From an optimization exercise on the open Yosys and OpenROAD flow, aimed at small area; shortcuts taken in it are not production practice. In this exercise RTL edits were held to simulation tests only and were not proved equivalent to the original. Power figures rest on the tool's default switching activity, not on a simulated workload.

==> design/flow/design.v <==
`timescale 1ns / 1ps
module CurrentSensor(input clk1,
input rst,
input KS_Circuit_out,
input KS_Circuit_outer,
	input btn,
	input indusensor,
	input indie,
	input turner,
	input superturner,
	input indusoff,
   output IN_1,
	output IN_2,
	output IN_3,
	output IN_4,
	output reg rotation,
	output reg tune
	);
	reg  temp_IN1;
	reg  temp_IN2;
	reg  temp_IN3;
	reg  temp_IN4;
	reg  [25:0] x;
	reg  flag;
	reg jaja;
	reg [27:0] jeje;
	reg flaga;
	reg figi;
	reg [19:0] counter;
	reg [25:0] conte;
  assign IN_2=temp_IN2;
  assign IN_1=temp_IN1;
  assign IN_3=temp_IN3;
  assign IN_4=temp_IN4;
always @ (posedge clk1) 
if (rst) begin
	x<=0;
	flag<=0;
	flaga<=0;
	jaja<=0;
	jeje<=0;
	figi<=0;
	temp_IN1<=0;
	temp_IN2<=0;
	temp_IN3<=0;
	temp_IN4<=1;
	conte <=0;
	rotation<=0;
	tune<=0;
	counter<=0;
end else
begin
	 if ((KS_Circuit_out==0)&&(KS_Circuit_outer==0))   
	  flag<=0;
	 else if((KS_Circuit_out==1)||(KS_Circuit_outer==1))
	 begin
	 if (conte==45000) 
	 begin
		flag<=1;
		conte<=0;
	end
    else if(conte<45000)
	 begin
		flag<=0;
		conte<= conte +1;
		end
	end
	 if ((indusensor==0)&&(indie==0))
	 figi<=0;
	 else if ((indusensor==1)||(indie==1))
	 begin
	 if (counter==1000)
	 begin
	 counter<=0;
		if (indusoff==1)
				 begin
					figi<=0;
				end
		else if (indusoff==0)
					begin
						figi<=1;
					end
	end
    else if(counter<1000)
	 begin
		figi<=0;
		counter<= counter +1;
		end
	end
	 if (figi==1) 
	 begin 		
	 jaja<=1;
	 jeje<=28'd1;
		end
	 else if (figi==0) 
	 begin
		if (jaja==0)
		jeje<=0;
		else if (jaja>0)
		jaja<=jaja+0;
	end
 if (jaja==0)
 begin
		if (flag==1) begin
		   if (x<=26'd49_999)
							begin 	 
							temp_IN1 <=1;
							temp_IN2 <=1;
							temp_IN4 <=1;
			            temp_IN3 <=1;
						   x<=x+1;
							flag<=1;
							end
	     else if (x==26'd49_999) 
	     begin
			flag<=0;
			x<=0;
			end
	 end
 else if (flag==0)
	begin  
		if (turner==0)
		  begin
			 temp_IN1 <=1;
			 temp_IN2 <=0;
			 temp_IN4 <=1;
			temp_IN3 <=0;
	       x<=0;
			 tune<=0;
		  end
	else if (turner ==1)
		begin
			if (superturner==0)  
			begin
			temp_IN1 <=0;
			 temp_IN2 <=1;
			 temp_IN4 <=1;
			temp_IN3 <=0;
	       x<=0;
			end
			else if (superturner==1)  
			begin
			temp_IN1 <=1;
			 temp_IN2 <=0;
			 temp_IN4 <=0;
			temp_IN3 <=1;
	       x<=0;
			end
     end
   end	
end
else  if (jaja>0)
begin	
	if (jeje==1)  
		flaga<=1;		
	else if (jeje==28'd250000)  
	flaga<=0;
		 if (flaga==1)
		 begin  
		temp_IN1 <=1;
		temp_IN2 <=1;
		temp_IN4 <=1;
		temp_IN3 <=1;
		 jeje<=jeje+1;
		 end
		 else if(flaga==0)
		 begin      
		 flaga<=1;
		 jeje<=1;
		 end		
end
if (btn==1)
begin
jaja<=0;
jeje<=0;
tune<=1;
 rotation<=1; 
end
else if (btn==0)
rotation<=0;
end
	endmodule
	`timescale 1ns / 1ps
	module Frequency_Counter( 
	input clk4,
	input rst,
	input freq,
	input freq1,
	input [16:0] angle,
	input rotation,
	output LED1,
	output LED2,
	output LED3,
	output LED4,
	output LED5,
	output LED6,
	output LED7,
	output LED8,
	output RED,
	output BLUE,
	output GREEN,
	output PWMout_L,
	output PWMout_R,
	output reg holder,
	output reg [16:0] lock,
	output reg turner,
	output reg superturner,
	output reg indusoff
		 );
	 reg tempLED1;
	 reg tempLED2;
	 reg tempLED3;
	 reg tempLED4;
	 reg tempLED5;
	 reg tempLED6;
	 reg tempLED7;
	 reg tempLED8;
	 reg currentvalue;
	 reg prevalue;
	 reg [15:0]count;
	 reg [3:0] ref_cnt;
	 reg [23:0] refer;
	 reg flag;
	 reg [3:0]count9;
	 reg [3:0]count10;
	 reg [3:0]count11;
	 reg [3:0]count12;
	 reg [2:0]count99;
	 reg [2:0]count100;
	 reg [2:0]count110;
	 reg [2:0]count120;
	 reg currentvalue1;
	 reg prevalue1;
	 reg [15:0]count1;
	 reg flag1;
	 reg [3:0]count9k;
	 reg [3:0]count10k;
	 reg [3:0]count11k;
	 reg [3:0]count12k;
	 reg [2:0]count99k;
	 reg [2:0]count100k;
	 reg [2:0]count110k;
	 reg [2:0]count120k;
	 reg [15:0] width_l;
	 reg [15:0] width_r;
	 reg  tempPWM_L;
	 reg  tempPWM_R;
	 reg [15:0] counter;
	 reg flaga;
	 reg [27:0] delay;
	 reg stopfreq;
	 reg stopfreq1;
	 reg [27:0] timer;
	 reg speedo;
	 reg [2:0] countRED;
	 reg [2:0] countBLUE;
	 reg [2:0] countGREEN;
	 reg tempRED;
	 reg tempBLUE;
	 reg tempGREEN;
	 reg [27:0] countLED;
	 reg [8:0] spot;
	 assign LED1=tempLED1;
	 assign LED2=tempLED2;
	 assign LED3=tempLED3;
	 assign LED4=tempLED4;
	 assign LED5=tempLED5;
	 assign LED6=tempLED6;
	 assign LED7=tempLED7;
	 assign LED8=tempLED8;
	 always @ (posedge clk4)
	 if (rst) begin
	  width_l<=0;
		width_r<=0;
     tempPWM_L<=0;
	 tempPWM_R<=0;	
	 tempLED1 <=0;
	 tempLED2 <=0;
	 tempLED3 <=0;
	 tempLED4 <=0;
	 tempLED5 <=0;
	 tempLED6 <=0;
	 tempLED7 <=0;
	 tempLED8 <=0;
	 currentvalue<=0;
	 prevalue <=0;
	 count <=0;
	 flag<=1;
	 flaga<=0;
	 ref_cnt<=0;
	 refer<=0;
	 count9<=0;
	 count10<=0;
	 count11<=0;
	 count12<=0;
	 count99<=0;
	 count100<=0;
	 count110<=0;
	 count120<=0;
	 currentvalue1<=0;
	 prevalue1 <=0;
	 count1 <=0;
	 flag1<=1;
	 count9k<=0;
	 count10k<=0;
	 count11k<=0;
	 count12k<=0;
	 count99k<=0;
	 count100k<=0;
	 count110k<=0;
	 count120k<=0;
	 delay<=0;
	 counter<=0;
	 stopfreq<=0;
	 stopfreq1<=0;
	 lock<=0;
	speedo<=0;
	timer<=0;
countRED<=0;
countBLUE<=0;
countGREEN<=0;
countLED<=0;
tempRED<=0;
tempGREEN<=0;
tempBLUE<=0;
spot<=0;
	 holder<=0;
	 turner<=0;
	 superturner<=0;
	 indusoff<=0;
	 end else
	 begin
	 if (freq==1)
	 begin
	    if (stopfreq==1)
			 begin
			 currentvalue<=0;
			 end
	    else if (stopfreq==0)
				begin
					currentvalue<=1;
				end
	end
	else if (freq==0)
	begin
	 currentvalue<=0;
	end
	if (freq1==1)
	 begin
	    if (stopfreq1==1)
			 begin
			 currentvalue1<=0;
			 end
	    else if (stopfreq1==0)
				begin
					currentvalue1<=1;
				end
	end
	else if (freq==0)
	begin
	 currentvalue1<=0;
	end
		if ((currentvalue==0)&&(prevalue==0)) begin  
			count<=0;
			prevalue<=currentvalue;
			flag<=1;
			end
		else if ((currentvalue==1)&&(prevalue==1)) begin  
			prevalue<=currentvalue;
			flag<=1;
			end
		else if ((prevalue==0)&&(currentvalue==1)) begin  
		prevalue<=currentvalue;
		flag<=1;
		end
		else if ((prevalue==1)&&(currentvalue==0)) begin  
		count<=count+0;
		prevalue<=currentvalue;
		flag<=0;
		end
	if (flag==0) begin
		 if (count>5559) begin  
		 tempLED1 <=0;
		 tempLED2 <=0;
		 tempLED3 <=0;
		 tempLED4 <=0;
		 count<=0;
		 end
		 else if((count<=5559)&&(count>5552))begin  
		 tempLED1 <=1;
		 tempLED2 <=0;
		 tempLED3 <=0;
		 tempLED4 <=0;
			stopfreq1<=1;
		 count<=0;
		 count9<=count9+1;
		 end
		  else if((count<=5552)&&(count>5003))begin  
		 tempLED1 <=0;
		 tempLED2 <=0;
		 tempLED3 <=0;
		 tempLED4 <=0;
		 count<=0;
		 end
		 else if((count<=5003)&&(count>4998)) begin  
		 tempLED1 <=1;
		 tempLED2 <=1;
		 tempLED3 <=0;
		 tempLED4 <=0;
			stopfreq1<=1;
		 count<=0;
		  count10<=count10+1;
		 end
		 else if((count<=4998)&&(count>4548)) begin  
		  tempLED1 <=0;
		 tempLED2 <=0;
		 tempLED3 <=0;
		 tempLED4 <=0;
		 count<=0;
		 end
		 else if((count<=4548)&&(count>4543)) begin  
		 tempLED1 <=1;
		 tempLED2 <=1;
		 tempLED3 <=1;
		 tempLED4 <=0;
			stopfreq1<=1;
		 count<=0;
		  count11<=count11+1;
		 end
		 else if((count<=4543)&&(count>4168)) begin  
		  tempLED1 <=0;
		 tempLED2 <=0;
		 tempLED3 <=0;
		 tempLED4 <=0;
		 count<=0;
		 end
		 else if((count<=4168)&&(count>3845)) begin  
		 tempLED1 <=1;
		 tempLED2 <=1;
		 tempLED3 <=1;
		 tempLED4 <=1;
		stopfreq1<=1;
		 count<=0;
		  count12<=count12+1;
		 end
		 else if (count<=3845) begin  
		 tempLED1 <=0;
		 tempLED2 <=0;
		 tempLED3 <=0;
		 tempLED4 <=0;
		 count<=0;
		 end
		 end
	else if (flag==1)
		count<=count+1;
if (count9==4) begin
	count99<=count99+1;
	stopfreq1<=1;
	count9<=0;
	ref_cnt<=ref_cnt+1;
	end
else if (count10==4) begin
	count100<=count100+1;
	count10<=0;
		stopfreq1<=1;
	ref_cnt<=ref_cnt+1;
	end
else if (count11==4) begin
	count110<=count110+1;
	count11<=0;
		stopfreq1<=1;
	ref_cnt<=ref_cnt+1;
	end
else if (count12==4) begin
	count120<=count120+1;
	count12<=0;
	ref_cnt<=ref_cnt+1;
		stopfreq1<=1;
	end
if (ref_cnt==5) begin  
		refer<=100000;
		ref_cnt<=0;
		end
if (refer>0) begin  
	 refer<=refer-1;
	 	stopfreq1<=1;
		stopfreq<=1;
			 if ((count99>count100)&&(count99>count110)&&(count99>count120))
			 begin
			 tempLED5 <=1;
			 speedo<=0;
			 countBLUE<=countBLUE+1;
			 spot<=spot+1;
			 end
			else if ((count100>count99)&&(count100>count110)&&(count100>count120))
		  begin
		 tempLED6 <=1;
		 speedo<=0;
		 countRED<=countRED+1;
		 spot<=spot+1;
			end
			else if ((count110>count99)&&(count110>count100)&&(count110>count120))
		begin
		 tempLED7 <=1;
		 speedo<=0;
		 countGREEN<=countGREEN+1;
		 spot<=spot+1;
		 end
			else if ((count120>count99)&&(count120>count110)&&(count120>count100))
			begin
		 tempLED8 <=1;
		 speedo<=0;
		 end
		 			else if ((count99k>count100k)&&(count99k>count110k)&&(count99k>count120k))
					begin
					speedo<=1;
			 tempLED5 <=1;
			 end
			else if ((count100k>count99k)&&(count100k>count110k)&&(count100k>count120k))
		  begin
		 tempLED6 <=1;
		 speedo<=1;
		 end
			else if ((count110k>count99k)&&(count110k>count100k)&&(count110k>count120k))
		begin
		 tempLED7 <=1;
		 speedo<=1;
		 end
			else if ((count120k>count99k)&&(count120k>count110k)&&(count120k>count100k))
			begin
		 tempLED8 <=1;
			speedo<=1;
			end
end
else if (refer==0)
begin
count99<=0;
	 count100<=0;
	 count110<=0;
	 count120<=0;
	 count99k<=0;
	 count100k<=0;
	 count110k<=0;
	 count120k<=0;
	 tempLED5 <=0;
	 tempLED6 <=0;
	 tempLED7 <=0;
	 tempLED8 <=0;
end
	if ((currentvalue1==0)&&(prevalue1==0)) begin  
			count1<=0;
			prevalue1<=currentvalue1;
			flag1<=1;
			end
		else if ((currentvalue1==1)&&(prevalue1==1)) begin  
			prevalue1<=currentvalue1;
			flag1<=1;
			end
		else if ((prevalue1==0)&&(currentvalue1==1)) begin  
		prevalue1<=currentvalue1;
		flag1<=1;
		end
		else if ((prevalue1==1)&&(currentvalue1==0)) begin  
		count1<=count1+0;
		prevalue1<=currentvalue1;
		flag1<=0;
		end
	if (flag1==0) begin
		 if (count1>5559) begin  
		 tempLED1 <=0;
		 tempLED2 <=0;
		 tempLED3 <=0;
		 tempLED4 <=0;
		 count<=0;
		 end
		 else if((count1<=5559)&&(count1>5552))begin  
		 tempLED1 <=1;
		 tempLED2 <=0;
		 tempLED3 <=0;
		 tempLED4 <=0;
			stopfreq<=1;
		 count1<=0;
		 count9k<=count9k+1;
		 end
		  else if((count1<=5552)&&(count1>5003))begin  
		 tempLED1 <=0;
		 tempLED2 <=0;
		 tempLED3 <=0;
		 tempLED4 <=0;
		 count1<=0;
		 end
		 else if((count1<=5003)&&(count1>4998)) begin  
		 tempLED1 <=1;
		 tempLED2 <=1;
		 tempLED3 <=0;
		 tempLED4 <=0;
			stopfreq<=1;
		 count1<=0;
		  count10k<=count10k+1;
		 end
		 else if((count1<=4998)&&(count1>4548)) begin  
		  tempLED1 <=0;
		 tempLED2 <=0;
		 tempLED3 <=0;
		 tempLED4 <=0;
		 count1<=0;
		 end
		 else if((count1<=4548)&&(count1>4543)) begin  
		 tempLED1 <=1;
		 tempLED2 <=1;
		 tempLED3 <=1;
		 tempLED4 <=0;
		stopfreq<=1;
		 count1<=0;
		  count11k<=count11k+1;
		 end
		 else if((count1<=4543)&&(count1>4168)) begin  
		  tempLED1 <=0;
		 tempLED2 <=0;
		 tempLED3 <=0;
		 tempLED4 <=0;
		 count1<=0;
		 end
		 else if((count1<=4168)&&(count1>3845)) begin  
		 tempLED1 <=1;
		 tempLED2 <=1;
		 tempLED3 <=1;
		 tempLED4 <=1;
			stopfreq<=1;
		 count1<=0;
		  count12k<=count12k+1;
		 end
		 else if (count1<=3845) begin  
		 tempLED1 <=0;
		 tempLED2 <=0;
		 tempLED3 <=0;
		 tempLED4 <=0;
		 count1<=0;
		 end
		 end
	else if (flag1==1)
		count1<=count1+1;
if (count9k==10) begin
	count99k<=count99k+1;
	count9k<=0;
	stopfreq<=1;
	ref_cnt<=ref_cnt+1;
	end
else if (count10k==10) begin
	count100k<=count100k+1;
	count10k<=0;
	stopfreq<=1;
	ref_cnt<=ref_cnt+1;
	end
else if (count11k==10) begin
	count110k<=count110k+1;
	count11k<=0;
	stopfreq<=1;
	ref_cnt<=ref_cnt+1;
	end
else if (count12k==10) begin
	count120k<=count120k+1;
	count12k<=0;
	stopfreq<=1;
	ref_cnt<=ref_cnt+1;
	end
 if (rotation==1)
 begin
 flaga<=1;
 tempLED5<=1;
 speedo<=1;
 delay<=0;
 holder<=0;
 end
if ((tempLED5==1)||(tempLED6==1)||(tempLED7==1)||(tempLED8==1)||(flaga==1)) 
begin
flaga<=1;
holder<=1;
stopfreq<=1;
stopfreq1<=1;
end
else 
begin
flaga<=0;
holder<=0;
stopfreq<=0;
stopfreq1<=0;
end
			counter<=counter+1;			
			if(counter<width_l)
			tempPWM_L <=1;
			else
			tempPWM_L <=0;
	if(counter<width_r)
	tempPWM_R <=1;
	else
	tempPWM_R <=0;
if (flaga==1)  
begin
		  if (angle<=23000)  
				  begin
				  if (speedo==1)
						timer<=90000;
				 else if (speedo==0)
						timer<=100000;
					if ((delay<timer)&&(timer==90000))
						begin
							delay<=delay+1;
							width_l<=50000;
							width_r<=63000;
							flaga<=1;
							holder<=1;
							stopfreq<=1;
							stopfreq1<=1;
							lock<=angle;
							turner<=1;
							superturner<=0;
						end
					else	if ((delay<timer)&&(timer==100000))
						begin
							delay<=delay+1;
							width_l<=63000;
							width_r<=50000;
							flaga<=1;
							holder<=1;
							stopfreq<=1;
							stopfreq1<=1;
							lock<=angle;
							turner<=1;
							superturner<=1;
						end
					else if (delay>=timer)
								begin
								delay<=0;
					flaga<=0;
					holder<=1;
					stopfreq<=0;
					stopfreq1<=0;
					lock<=75002;
					turner<=0;
					superturner<=0;
							end
			 end
	else if (angle==28778)  
				  begin
				  if (speedo==1)
						timer<=90000;
				 else if (speedo==0)
						timer<=88889;
					if ((delay<timer)&&(timer==90000))
						begin
							delay<=delay+1;
							width_l<=50000;
							width_r<=63000;
							flaga<=1;
							holder<=1;
							stopfreq<=1;
							stopfreq1<=1;
							lock<=angle;
							turner<=1;
							superturner<=0;
						end
					else	if ((delay<timer)&&(timer==88889))
						begin
							delay<=delay+1;
							width_l<=63000;
							width_r<=50000;
							flaga<=1;
							holder<=1;
							stopfreq<=1;
							stopfreq1<=1;
							lock<=angle;
							turner<=1;
							superturner<=1;
						end
					else if (delay>=timer)
								begin
								delay<=0;
					flaga<=0;
					holder<=1;
					stopfreq<=0;
					stopfreq1<=0;
					lock<=75002;
					turner<=0;
					superturner<=0;
							end
			 end
	else if (angle==34556)  
				  begin
				  if (speedo==1)
						timer<=90000;
				 else if (speedo==0)
						timer<=77778;
					if ((delay<timer)&&(timer==90000))
						begin
							delay<=delay+1;
							width_l<=50000;
							width_r<=63000;
							flaga<=1;
							holder<=1;
							stopfreq<=1;
							stopfreq1<=1;
							lock<=angle;
							turner<=1;
							superturner<=0;
						end
					else	if ((delay<timer)&&(timer==77778))
						begin
							delay<=delay+1;
							width_l<=63000;
							width_r<=50000;
							flaga<=1;
							holder<=1;
							stopfreq<=1;
							stopfreq1<=1;
							lock<=angle;
							turner<=1;
							superturner<=1;
						end
					else if (delay>=timer)
								begin
								delay<=0;
					flaga<=0;
					holder<=1;
					stopfreq<=0;
					stopfreq1<=0;
					lock<=75002;
					turner<=0;
					superturner<=0;
							end
			 end
	else if (angle==40334)  
				  begin
				    if (speedo==1)
						timer<=120000;
				 else if (speedo==0)
						timer<=66667;
					if (delay<timer) 
						begin
							delay<=delay+1;
							width_l<=63000;
							width_r<=50000;
							flaga<=1;
							holder<=1;
							stopfreq<=1;
							stopfreq1<=1;
							lock<=angle;
							turner<=1;
							superturner<=1;
						end
					else if (delay>=timer)
					begin
					delay<=0;
					flaga<=0;
					holder<=1;
					stopfreq<=0;
					stopfreq1<=0;
					lock<=75002;
					turner<=0;
					superturner<=0;
					end
			 end
	else if (angle==46112)  
				  begin
				  if (speedo==1)
						timer<=130000;
				 else if (speedo==0)
						timer<=55556;
					if (delay<timer) 
						begin
							delay<=delay+1;
							width_l<=63000;
							width_r<=50000;
							flaga<=1;
							holder<=1;
							stopfreq<=1;
							stopfreq1<=1;
							lock<=angle;
							turner<=1;
							superturner<=1;
						end
					else if (delay>=timer)
					begin
					delay<=0;
					flaga<=0;
					holder<=1;
					stopfreq<=0;
					stopfreq1<=0;
					lock<=75002;
					turner<=0;
					superturner<=0;
					end
			 end
else if (angle==51890)  
				  begin
				   if (speedo==1)
						timer<=140000;
				 else if (speedo==0)
						timer<=44444;
				if (delay<timer) 
						begin
							delay<=delay+1;
							width_l<=63000;
							width_r<=50000;
							flaga<=1;
							holder<=1;
							stopfreq<=1;
							stopfreq1<=1;
							lock<=angle;
							turner<=1;
							superturner<=1;
						end
					else if (delay>=timer)
					begin
					delay<=0;
					flaga<=0;
					holder<=1;
					stopfreq<=0;
					stopfreq1<=0;
					lock<=75002;
					turner<=0;
					superturner<=0;
					end
			 end
else if (angle==57668)  
				  begin
				   if (speedo==1)
						timer<=150000;
				 else if (speedo==0)
						timer<=33333;
				  if (delay<timer) 
						begin
							delay<=delay+1;
							width_l<=63000;
							width_r<=50000;
							flaga<=1;
							holder<=1;
							stopfreq<=1;
							stopfreq1<=1;
							lock<=angle;
							turner<=1;
							superturner<=1;
						end
					else if (delay>=timer)
					begin
					delay<=0;
					flaga<=0;
					holder<=1;
					stopfreq<=0;
					stopfreq1<=0;
					lock<=75002;
					turner<=0;
					superturner<=0;
					end
			 end
else if (angle==63446)  
				  begin
				  if (speedo==1)
						timer<=160000;
				 else if (speedo==0)
						timer<=22222;
					if (delay<timer) 
						begin
							delay<=delay+1;
							width_l<=63000;
							width_r<=50000;
							flaga<=1;
							holder<=1;
							stopfreq<=1;
							stopfreq1<=1;
							lock<=angle;
							turner<=1;
							superturner<=1;
						end
					else if (delay>=timer)
					begin
					delay<=0;
					flaga<=0;
					holder<=1;
					stopfreq<=0;
					stopfreq1<=0;
					lock<=75002;
					turner<=0;
					superturner<=0;
					end
			 end
else if (angle==69224)  
				  begin
				  if (speedo==1)
						timer<=180000;
				 else if (speedo==0)
						timer<=11111;
					if (delay<timer) 
						begin
							delay<=delay+1;
							width_l<=63000;
							width_r<=50000;
							flaga<=1;
							holder<=1;
							stopfreq<=1;
							stopfreq1<=1;
							lock<=angle;
							turner<=1;
							superturner<=1;
						end
					else if (delay>=timer)
					begin
					delay<=0;
					flaga<=0;
					holder<=1;
					stopfreq<=0;
					stopfreq1<=0;
					lock<=75002;
					turner<=0;
					superturner<=0;
					end
			 end
    else if ((angle>74900)&&(angle<75200))  
		begin
					if (speedo==1)
						timer<=180000;
				 else if (speedo==0)
						timer<=90000;
					if ((delay<timer)&&(timer==180000))
						begin
							delay<=delay+1;
							width_l<=50000;
							width_r<=63000;
							flaga<=1;
							holder<=1;
							stopfreq<=1;
							stopfreq1<=1;
							lock<=angle;
							turner<=1;
					     superturner<=1;
						  indusoff<=1;
						end
					else	if ((delay<timer)&&(timer==90000))
						begin
							delay<=delay+1;
							width_l<=36000;
							width_r<=36000;
							flaga<=1;
							holder<=1;
							stopfreq<=0;
							stopfreq1<=1;
							lock<=angle;
							turner<=0;
					    superturner<=0;
						end
					else if (delay>=timer)
								begin
								delay<=0;
					flaga<=0;
					holder<=0;
					stopfreq<=0;
					stopfreq1<=0;
					turner<=0;
					indusoff<=0;
					superturner<=0;
							end
	end
		else if (angle==80780)  
				  begin
				  if (speedo==1)
						timer<=140000;
				 else if (speedo==0)
						timer<=11111;
					if (delay<timer) 
						begin
							delay<=delay+1;
							width_l<=50000;
							width_r<=63000;
							flaga<=1;
							holder<=1;
							stopfreq<=1;
							stopfreq1<=1;
							lock<=angle;
							turner<=1;
					    superturner<=0;
						end
					else if (delay>=timer)
					begin
					delay<=0;
					flaga<=0;
					holder<=1;
					stopfreq<=0;
					stopfreq1<=0;
					lock<=75002;
					turner<=0;
					superturner<=0;
					end
			 end
		else if (angle==86558)  
				  begin
				  if (speedo==1)
						timer<=130000;
				 else if (speedo==0)
						timer<=22222;
					if (delay<timer) 
						begin
							delay<=delay+1;
							width_l<=50000;
							width_r<=63000;
							flaga<=1;
							holder<=1;
							stopfreq<=1;
							stopfreq1<=1;
							lock<=angle;
							turner<=1;
					      superturner<=0;
						end
					else if (delay>=timer)
					begin
					delay<=0;
					flaga<=0;
					holder<=1;
					stopfreq<=0;
					stopfreq1<=0;
					lock<=75002;
					turner<=0;
					superturner<=0;
					end
			 end
		else if (angle==92336)  
				  begin
				  if (speedo==1)
						timer<=120000;
				 else if (speedo==0)
						timer<=33333;
					if (delay<timer) 
						begin
							delay<=delay+1;
							width_l<=50000;
							width_r<=63000;
							flaga<=1;
							holder<=1;
							stopfreq<=1;
							stopfreq1<=1;
							lock<=angle;
							turner<=1;
					superturner<=0;
						end
					else if (delay>=timer)
					begin
					lock<=75002;
					delay<=0;
					flaga<=0;
					holder<=1;
					stopfreq<=0;
					stopfreq1<=0;
					turner<=0;
					superturner<=0;
					end
			 end
	else if (angle==98114)  
				  begin
				    if (speedo==1)
						timer<=110000;
				 else if (speedo==0)
						timer<=44444;
					if (delay<timer) 
						begin
							delay<=delay+1;
							width_l<=50000;
							width_r<=63000;
							flaga<=1;
							holder<=1;
							stopfreq<=1;
							stopfreq1<=1;
							lock<=angle;
							turner<=1;
					superturner<=0;
						end
					else if (delay>=timer)
					begin
					delay<=0;
					flaga<=0;
					holder<=1;
					stopfreq<=0;
					stopfreq1<=0;
					lock<=75002;
					turner<=0;
					superturner<=0;
					end
			 end
	else if (angle==103892)  
				  begin
				  if (speedo==1)
						timer<=100000;
				 else if (speedo==0)
						timer<=55556;
					if (delay<timer) 
						begin
							delay<=delay+1;
							width_l<=50000;
							width_r<=63000;
							flaga<=1;
							holder<=1;
							stopfreq<=1;
							stopfreq1<=1;
							lock<=angle;
							turner<=1;
					superturner<=0;
						end
					else if (delay>=timer)
					begin
					delay<=0;
					flaga<=0;
					holder<=1;
					stopfreq<=0;
					stopfreq1<=0;
					lock<=75002;
					turner<=0;
					superturner<=0;
					end
			 end
		else if (angle==109670)  
				  begin
				  if (speedo==1)
						timer<=95000;
				 else if (speedo==0)
						timer<=66667;
					if (delay<timer) 
						begin
							delay<=delay+1;
							width_l<=50000;
							width_r<=63000;
							flaga<=1;
							holder<=1;
							stopfreq<=1;
							stopfreq1<=1;
							lock<=angle;
							turner<=1;
					superturner<=0;
						end
					else if (delay>=timer)
					begin
					delay<=0;
					flaga<=0;
					holder<=1;
					stopfreq<=0;
					stopfreq1<=0;
					lock<=75002;
					turner<=0;
					superturner<=0;
					end
			 end
			else if (angle==115448)  
				  begin
				  if (speedo==1)
						timer<=90000;
				 else if (speedo==0)
						timer<=77778;
					if ((delay<timer)&&(timer==90000))
						begin
							delay<=delay+1;
							width_l<=63000;
							width_r<=50000;
							flaga<=1;
							holder<=1;
							stopfreq<=1;
							stopfreq1<=1;
							lock<=angle;
							turner<=1;
					superturner<=1;
						end
					else	if ((delay<timer)&&(timer==77778))
						begin
							delay<=delay+1;
							width_l<=50000;
							width_r<=63000;
							flaga<=1;
							holder<=1;
							stopfreq<=1;
							stopfreq1<=1;
							lock<=angle;
							turner<=1;
					superturner<=0;
						end
					else if (delay>=timer)
								begin
								delay<=0;
					flaga<=0;
					holder<=1;
					stopfreq<=0;
					stopfreq1<=0;
					lock<=75002;
					turner<=0;
					superturner<=0;
							end
			 end
else if (angle==121226)  
				  begin
				    if (speedo==1)
						timer<=90000;
				 else if (speedo==0)
						timer<=88889;
					if ((delay<timer)&&(timer==90000))
						begin
							delay<=delay+1;
							width_l<=63000;
							width_r<=50000;
							flaga<=1;
							holder<=1;
							stopfreq<=1;
							stopfreq1<=1;
							lock<=angle;
							turner<=1;
					superturner<=0;
						end
					else	if ((delay<timer)&&(timer==88889))
						begin
							delay<=delay+1;
							width_l<=50000;
							width_r<=63000;
							flaga<=1;
							holder<=1;
							stopfreq<=1;
							stopfreq1<=1;
							lock<=angle;
							turner<=1;
					superturner<=1;
						end
					else if (delay>=timer)
								begin
								delay<=0;
					flaga<=0;
					holder<=1;
					stopfreq<=0;
					stopfreq1<=0;
					lock<=75002;
					turner<=0;
					superturner<=0;
							end
			 end
		else if (angle>=127000)  
		begin
				if (speedo==1)
						timer<=90000;
				 else if (speedo==0)
						timer<=100000;
					if ((delay<timer)&&(timer==90000))
						begin
							delay<=delay+1;
							width_l<=63000;
							width_r<=50000;
							flaga<=1;
							holder<=1;
							stopfreq<=1;
							stopfreq1<=1;		
							lock<=angle;
						end
					else	if ((delay<timer)&&(timer==100000))
						begin
							delay<=delay+1;
							width_l<=50000;
							width_r<=63000;
							flaga<=1;
							holder<=1;
							stopfreq<=1;
							stopfreq1<=1;
							lock<=angle;
							turner<=1;
					superturner<=0;
						end
					else if (delay>=timer)
								begin
								delay<=0;
					flaga<=0;
					holder<=1;
					stopfreq<=0;
					stopfreq1<=0;
					lock<=75002;
					turner<=0;
					superturner<=0;
							end
		end
end
else if (flaga==0)
begin
holder<=0;
width_l<=0;
width_r<=0;
turner<=0;
superturner<=0;
end
if (spot==100)
countLED<=250000;
if (countLED>0)
begin 
countLED<=countLED-1;
if ((countRED>countGREEN)&&(countRED>countBLUE))
begin
tempRED<=1;
tempGREEN<=0;
tempBLUE<=0;
end
else if ((countBLUE>countRED)&&(countBLUE>countGREEN))
begin
tempRED<=0;
tempGREEN<=0;
tempBLUE<=1;
end
else if((countGREEN>countRED)&&(countGREEN>countBLUE))
begin
tempRED<=0;
tempGREEN<=1;
tempBLUE<=0;
end
end
else if(count==0)
begin
tempRED<=0;
tempGREEN<=0;
tempBLUE<=0;
countRED<=0;
countGREEN<=0;
countBLUE<=0;
spot<=0;
end
end
assign PWMout_L= tempPWM_L;
assign PWMout_R= tempPWM_R;
assign RED=tempRED;
assign GREEN=tempGREEN;
assign BLUE=tempBLUE;
endmodule
`timescale 1ns / 1ps
module Servo_Motor_PWM(
input clk3,
input rst,
input holder,
input tune,
input [16:0] lock,
output PWM_servo,
output reg [16:0] angle
	 );
	 reg [19:0] counter;
	 reg PWM;
   reg [26:0] val;
	reg flag;
	 assign PWM_servo= PWM;  
	 always @ (posedge clk3)
	 if (rst) begin
	 angle<=23000;
	 val<=0;
	 flag<=1;
	 counter<=0;
	 PWM<=0;
	 end else
	 begin
	 counter<=counter+1;
	 if (counter==1000000)  
		counter<=0;
	if (angle>=127000)  
		flag<=0;		
	else if (angle<=23000)  
	flag<=1;
if (holder==0) 
begin	
	if (val==30000)
	begin  
	    val<=0;
		 if (flag==1) 
		 begin 
		if (tune==0)
		 angle<=angle+5778;
		else if (tune==1)
		angle<=75002; 
		end
		 else if(flag==0)
		 begin
		 if (tune==0)
		 angle<=23000;
		else if (tune==1)
		angle<=75002; 
		end
	end
	else if (val<30000) 
	begin  
		 if (tune==0)
		 val<=val+1;
		else if (tune==1)
		begin
		angle<=75002;
		val<=0; 
		end
	end
end
else if (holder==1)
begin
if (tune==0)
begin
val<=0;
angle<=lock;
end
else if (tune==1)
begin
val<=0;
angle<=75002;
end
end
	if(counter<angle)
			PWM <=1;
			else
			PWM <=0;
		end
	endmodule
`timescale 1ns / 1ps
module Motor(
	input clk,
	input rst,
	input KS_Circuit_out1,
	input KS_Circuit_out2,
	input btn3,
	input freq1,
	input freq,
	input indus,
	input indie,
	output PWM_out_L,
	output PWM_out_R,
	output GREEN,
	output RED,
	output BLUE,
	output IN1,
	output IN2,
	output IN3,
	output IN4,
	output servo,
	output LD1,
	output LD2,
	output LD3,
	output LD4,
	output LD5,
	output LD6,
	output LD7,
	output LD8
	);
wire [16:0] angleval;
wire hold;
wire [16:0] locker;
wire turner;
wire superturner;
wire rotation;
wire indusoff;
wire tune;
CurrentSensor inst(.clk1(clk), .rst(rst), .KS_Circuit_out(KS_Circuit_out1), .KS_Circuit_outer(KS_Circuit_out2), .btn(btn3), .indusensor(indus), .indie(indie), .turner(turner), .superturner(superturner) , .indusoff(indusoff), .IN_1(IN1), .IN_2(IN2), .IN_3(IN3), .IN_4(IN4), .rotation(rotation), .tune(tune));	
Servo_Motor_PWM inst2( .clk3(clk), .rst(rst), .holder(hold), .tune(tune), .lock(locker),  .PWM_servo(servo), .angle(angleval));
Frequency_Counter inst3(.clk4(clk), .rst(rst), .freq(freq), .freq1(freq1), .angle(angleval), .rotation(rotation), .LED1(LD1), .LED2(LD2), .LED3(LD3), .LED4(LD4), .LED5(LD5), .LED6(LD6), .LED7(LD7), .LED8(LD8), .RED(RED), .BLUE(BLUE), .GREEN(GREEN), .PWMout_L(PWM_out_L), .PWMout_R(PWM_out_R), .holder(hold), .lock(locker), .turner(turner), .superturner(superturner), .indusoff(indusoff));
endmodule
==> design/flow/run.sh <==
#!/bin/bash
# synth_recipe.tcl (not shown) runs the flow's synth.tcl, then flattens the netlist and writes it again
# the make line also repeats each setting of config.mk as NAME=value (left out here)
make -C /OpenROAD-flow-scripts/flow DESIGN_CONFIG=/design/flow/config.mk WORK_HOME=/design/flow/orfs CLKGATE_MAP_FILE= SYNTH_SCRIPT=/design/flow/synth_recipe.tcl finish
==> design/flow/config.mk <==
export PLATFORM = sky130hd
export DESIGN_NAME = Motor
export DESIGN_NICKNAME = Motor
export VERILOG_FILES = /design/flow/design.v
export SDC_FILE = /design/flow/constraint.sdc
export NUM_CORES = 4
export LEC_CHECK = 0
export CAP_MARGIN = 20
export CORE_MARGIN = 2
export CORE_UTILIZATION = 40
export SLEW_MARGIN = 20
==> design/flow/constraint.sdc <==
create_clock -name core_clock -period 10.0 [get_ports {clk}]
set_input_delay 2.0000 -clock core_clock [delete_from_list [all_inputs] [get_ports {clk}]]
set_output_delay 2.0000 -clock core_clock [all_outputs]
set_load 0.01 [all_outputs]
==> flow_summary.html <==
<table>
<tr><th>Metric</th><th>Value</th></tr>
<tr><th colspan="2">Status</th></tr>
<tr><td>Run status</td><td>complete, no violations</td></tr>
<tr><th colspan="2">Floorplan</th></tr>
<tr><td>Height of the die</td><td>280 um</td></tr>
<tr><td>FP Rows</td><td>101</td></tr>
<tr><td>Number of primary I/O pins</td><td>27</td></tr>
<tr><td>Die width</td><td>280 um</td></tr>
<tr><td>Total die area</td><td>0.0784 sq mm</td></tr>
<tr><td>Initial core utilization</td><td>40.3%</td></tr>
<tr><td>Core Area</td><td>0.0757 sq mm</td></tr>
<tr><th colspan="2">Logic synthesis</th></tr>
<tr><td>Proportion of synthesized flip-flops having asynchronous set or reset</td><td>0%</td></tr>
<tr><td>Most area-hungry cell type in the Yosys netlist</td><td>sky130_fd_sc_hd__dfxtp_1</td></tr>
<tr><td>Predominant post-synthesis flop cell</td><td>sky130_fd_sc_hd__dfxtp_1</td></tr>
<tr><td>Cell count after synthesis</td><td>4045</td></tr>
<tr><td>Netlist Area Pre-Place</td><td>0.0305 sq mm</td></tr>
<tr><td>Avg Synthesized Cell Area</td><td>7.53 sq um</td></tr>
<tr><td>Synth area leaders</td><td>sky130_fd_sc_hd__dfxtp_1 (31%), sky130_fd_sc_hd__nor2_1 (7.1%), sky130_fd_sc_hd__ha_1 (7.0%), sky130_fd_sc_hd__a21oi_1 (4.8%), sky130_fd_sc_hd__o21ai_0 (3.9%)</td></tr>
<tr><td>#FFs+latches synth</td><td>475</td></tr>
<tr><td>Share of the yosys chip area belonging to registers</td><td>31.2%</td></tr>
<tr><td>Count of unique library cells instantiated by Yosys</td><td>93</td></tr>
<tr><td>Area share of the largest cell type after synthesis</td><td>31.2%</td></tr>
<tr><td>Number of warning messages in the yosys log</td><td>3</td></tr>
<tr><td>Number of flops mapped to enable cells by yosys</td><td>0</td></tr>
<tr><td>Post-synth net total</td><td>4225</td></tr>
<tr><th colspan="2">Layout</th></tr>
<tr><td>Commonest cells after routing, fill and taps aside</td><td>sky130_fd_sc_hd__nor2_1 (578), sky130_fd_sc_hd__dfxtp_1 (475), sky130_fd_sc_hd__nand2_1 (298)</td></tr>
<tr><td>Area Overhead vs Synth</td><td>10.5%</td></tr>
<tr><td>Final cell count without fillers</td><td>5007</td></tr>
<tr><td>Utilization after layout</td><td>44.5%</td></tr>
<tr><td>Number of nets in the final layout</td><td>4163</td></tr>
<tr><td>Fraction of final layout cells with drive strength greater than 1</td><td>5.49%</td></tr>
<tr><td>Most common cell after layout, fill and taps aside</td><td>sky130_fd_sc_hd__nor2_1</td></tr>
<tr><th colspan="2">GRT</th></tr>
<tr><td>Wire length of the first global-routing pass</td><td>167000 um</td></tr>
<tr><td>Global routing usage summed across all routing layers</td><td>26.8%</td></tr>
<tr><td>Initial antenna violation count</td><td>3</td></tr>
<tr><td>Maximum number of pins on one net before global-route repair</td><td>81</td></tr>
<tr><td>Vias in the first global route</td><td>29000</td></tr>
<tr><td>Gr ovfl total</td><td>0</td></tr>
<tr><th colspan="2">Routing</th></tr>
<tr><td>Routed length on met1</td><td>46100 um</td></tr>
<tr><td>Vias post-DR</td><td>30500</td></tr>
<tr><td>Number of DRC markers after the initial detailed-route iteration</td><td>3089</td></tr>
<tr><td>Top routing layer in use</td><td>met5</td></tr>
<tr><td>Count of TritonRoute iterations in the first routing pass</td><td>6</td></tr>
<tr><td>Amount of wire on met3 after detailed routing</td><td>10500 um</td></tr>
<tr><td>DRC violations left</td><td>0</td></tr>
<tr><td>Remaining antenna violation count after routing</td><td>0</td></tr>
<tr><td>Wirelength per Cell</td><td>21.4 um</td></tr>
<tr><td>Ratio of routed vias to standard cells</td><td>6.09</td></tr>
<tr><td>Total wirelength of the detailed-routed design</td><td>107000 um</td></tr>
<tr><td>Detail Route met2 WL</td><td>45000 um</td></tr>
<tr><th colspan="2">Place</th></tr>
<tr><td>Placed insts</td><td>4904</td></tr>
<tr><td>Routability Congestion</td><td>1.05</td></tr>
<tr><td>I/O Buffers</td><td>26</td></tr>
<tr><td>HPWL reported at the end of detailed placement</td><td>75800 um</td></tr>
<tr><th colspan="2">Setup path</th></tr>
<tr><td>Internal reg-to-reg setup slack</td><td>5.27 ns</td></tr>
<tr><td>Launch point of the worst reg-to-reg path</td><td>inst3.delay[5]$_SDFF_PP0_</td></tr>
<tr><td>Worst Path Class, Setup</td><td>reg -&gt; reg</td></tr>
<tr><td>Nature of the critical path endpoint</td><td>flop</td></tr>
<tr><td>CP arrival</td><td>5.18 ns</td></tr>
<tr><td>Depth of the worst register-to-register path</td><td>12</td></tr>
<tr><td>Worst-path maximum fanout</td><td>32</td></tr>
<tr><td>Critical R2R Capture</td><td>inst3.delay[17]$_SDFF_PP0_</td></tr>
<tr><td>Worst EP required</td><td>10.45 ns</td></tr>
<tr><td>Type of origin of the critical path</td><td>flop</td></tr>
<tr><th colspan="2">Clocking</th></tr>
<tr><td>Skew-Pair Late Insertion Delay</td><td>0.66 ns</td></tr>
<tr><td>Number of gates given a new drive strength after cts</td><td>0</td></tr>
<tr><td>TritonCTS buffer count</td><td>55</td></tr>
<tr><td>Clock tree buffer depth</td><td>3</td></tr>
<tr><td>Root buffer cell</td><td>sky130_fd_sc_hd__clkbuf_16</td></tr>
<tr><td>Post-CTS repair timing setup buffer count</td><td>0</td></tr>
<tr><td>Post-CTS clock slew at the launch and capture registers of the worst setup and hold paths</td><td>0.07 ns</td></tr>
<tr><td>TritonCTS clock tree</td><td>yes</td></tr>
<tr><td>Number of hold buffers added after cts</td><td>0</td></tr>
<tr><td># H-tree levels</td><td>2</td></tr>
<tr><td>Clock Sink Count</td><td>475</td></tr>
<tr><th colspan="2">STA</th></tr>
<tr><td>Fin Hold WS</td><td>0.446 ns</td></tr>
<tr><td>Summed negative setup slack over all endpoints</td><td>0 ns</td></tr>
<tr><td>Min Clock Period, post-route</td><td>4.73 ns</td></tr>
<tr><td>Measured slew at the worst slew-check pin</td><td>1.21 ns</td></tr>
<tr><td>Final setup vio count</td><td>0</td></tr>
<tr><td>Period utilisation layout</td><td>47.3%</td></tr>
<tr><td>Max_slew headroom</td><td>18.4%</td></tr>
<tr><td>Count of endpoints failing hold in the final timing report</td><td>0</td></tr>
<tr><td>Setup skew after layout</td><td>0.0398 ns</td></tr>
<tr><td>Final count of pins violating max slew</td><td>0</td></tr>
<tr><td>RSZ-0062 raised after global routing</td><td>no</td></tr>
<tr><td>Maximum clock rate</td><td>211 MHz</td></tr>
<tr><th colspan="2">Min path</th></tr>
<tr><td>Worst Hold Path EP</td><td>inst3.width_r[2]$_SDFFE_PP0P_</td></tr>
<tr><td>Worst Min Path Start</td><td>inst3.width_r[2]$_SDFFE_PP0P_</td></tr>
<tr><td>Count of cells along the worst hold path</td><td>2</td></tr>
<tr><td>Worst hold path class</td><td>reg -&gt; reg</td></tr>
<tr><th colspan="2">Flow run</th></tr>
<tr><td>Max-capacitance violation count</td><td>0</td></tr>
<tr><th colspan="2">Power and ir drop</th></tr>
<tr><td>Largest vdd supply drop</td><td>0.180 mV</td></tr>
<tr><td>Power per cell area</td><td>185 mW/mm^2</td></tr>
<tr><td>Total Power Consumption</td><td>6.22 mW</td></tr>
<tr><td>Static power due to leakage</td><td>12.7 nW</td></tr>
</table>
metal layers:
layer  GRT usage (%)  vias up
met3            6.80      396
met1            35.3    14200
met5               0        -
li1                -    14500
met4            13.6        2
met2            40.5     1441
metrics by stage:
stage / area, sq um / setup slack [ns]
after detailed placement: 31700 / 5.57
after CTS: 33700 / 5.49
after global placement: 31700 / 5.57
after global routing: 33700 / 5.05
final: 33700 / 5.27
after floorplan: 30500 / 6.47
Yosys cell counts, types with 52 or more instances:
master                       n
sky130_fd_sc_hd__dfxtp_1   475
sky130_fd_sc_hd__a211oi_1   54
sky130_fd_sc_hd__nor3_1    151
sky130_fd_sc_hd__nand4_1    86
sky130_fd_sc_hd__or3_1      52
sky130_fd_sc_hd__and3_1     97
sky130_fd_sc_hd__nor2_1    578
sky130_fd_sc_hd__nor4_1     68
sky130_fd_sc_hd__xnor2_1    91
sky130_fd_sc_hd__nand2_1   299
sky130_fd_sc_hd__xor2_1    115
sky130_fd_sc_hd__nand3_1   168
sky130_fd_sc_hd__ha_1      171
sky130_fd_sc_hd__inv_1     165
sky130_fd_sc_hd__nand2b_1   58
sky130_fd_sc_hd__clkbuf_1  166
sky130_fd_sc_hd__a21oi_1   290
sky130_fd_sc_hd__o21ai_0   239
registers in the layout (all words and copies together) (netlist names), 17 cells and up:
name            count
inst2.counter      20
inst.x             26
inst.jeje          28
inst3.refer        24
inst.counter       20
inst3.countLED     28
inst3.lock         17
inst.conte         26
inst3.delay        28
inst2.angle        17
inst2.val          27
inst3.timer        18
cell families after synthesis:
family / Yosys count / share of synthesized area [%]
compound gates: 974 / 20.1
xor+xnor: 206 / 5.92
fa+ha+maj: 171 / 7.02
buf+inv: 375 / 4.70
flops: 475 / 31.2
mux: 45 / 1.50
simple gates: 1799 / 29.5
how the worst max path moves through the flow:
stage | end | from | slack [ns] | depth (start not counted)
6_report | inst3.delay[17]$_SDFF_PP0_ | inst3.delay[5]$_SDFF_PP0_ | 5.27 | 12
5_1_grt | inst3.delay[17]$_SDFF_PP0_ | inst3.timer[10]$_SDFFE_PP0P_ | 5.05 | 13
4_1_cts | inst3.delay[4]$_SDFF_PP0_ | inst3.timer[10]$_SDFFE_PP0P_ | 5.49 | 13
3_5_place_dp | inst3.width_l[11]$_SDFFE_PP0P_ | inst3.timer[10]$_SDFFE_PP0P_ | 5.57 | 13
3_3_place_gp | inst3.delay[8]$_SDFF_PP0_ | inst3.timer[5]$_SDFFE_PP0P_ | 5.57 | 13
2_1_floorplan | inst.counter[8]$_SDFFE_PP0P_ | indie | 6.47 | 10
report_power, final:
part	total (mW)	internal, mW	switching (mW)
logic	1.84	0.578	1.27
clock network	2.20	1.31	0.886
registers	2.17	2.01	0.160
worst max-delay path, cell delays in order, from the launching register on:
cell	delay [ns]
sky130_fd_sc_hd__dfxtp_1	0.56
sky130_fd_sc_hd__ha_1	0.32
sky130_fd_sc_hd__a21oi_1	0.16
sky130_fd_sc_hd__o21ai_0	0.09
sky130_fd_sc_hd__a221oi_1	0.62
sky130_fd_sc_hd__a21o_1	0.73
sky130_fd_sc_hd__nand3_1	0.14
sky130_fd_sc_hd__buf_4	0.30
sky130_fd_sc_hd__a21oi_1	0.84
sky130_fd_sc_hd__o21ai_0	0.23
sky130_fd_sc_hd__o211ai_1	0.15
sky130_fd_sc_hd__a22o_1	0.17
sky130_fd_sc_hd__o21ai_0	0.23
area by class of cell:
type | count | area [sq um]
fillers | 7623 | 42000
multi-input cells | 3195 | 19600
flip-flops and latches | 475 | 9510
clock buffers | 68 | 1480
well taps | 978 | 1220
repair buffers | 89 | 734
inverters | 167 | 627
clock inverters | 33 | 494
diodes | 2 | 5.00

separate check: timing with driven ports:
In the flow no input, the clock included, has a driving cell. The finished layout below was timed again as built, in two steps. Step 1 sets driving cells, clkbuf_16 on the clock port and buf_2 on the other inputs (assumed; they add their load-dependent delay and slew). Step 2, shift: input delay + t, output delay - t, t = (earliest + latest rising clock arrival at the registers) / 2. This alone moves slack from input paths to output paths. Three values: ideal ports, drivers, drivers and shift; two values: the first two.
shift t [ns]: 0.707
slack for setup (ns): 5.267 / 5.267 / 5.267
slew at the worst register clock pin (ns): 0.07 / 0.07
After both steps this run still meets setup and hold. The setup slack of this run moves by 0.000 ns with the drivers and by 0.000 ns with both steps.
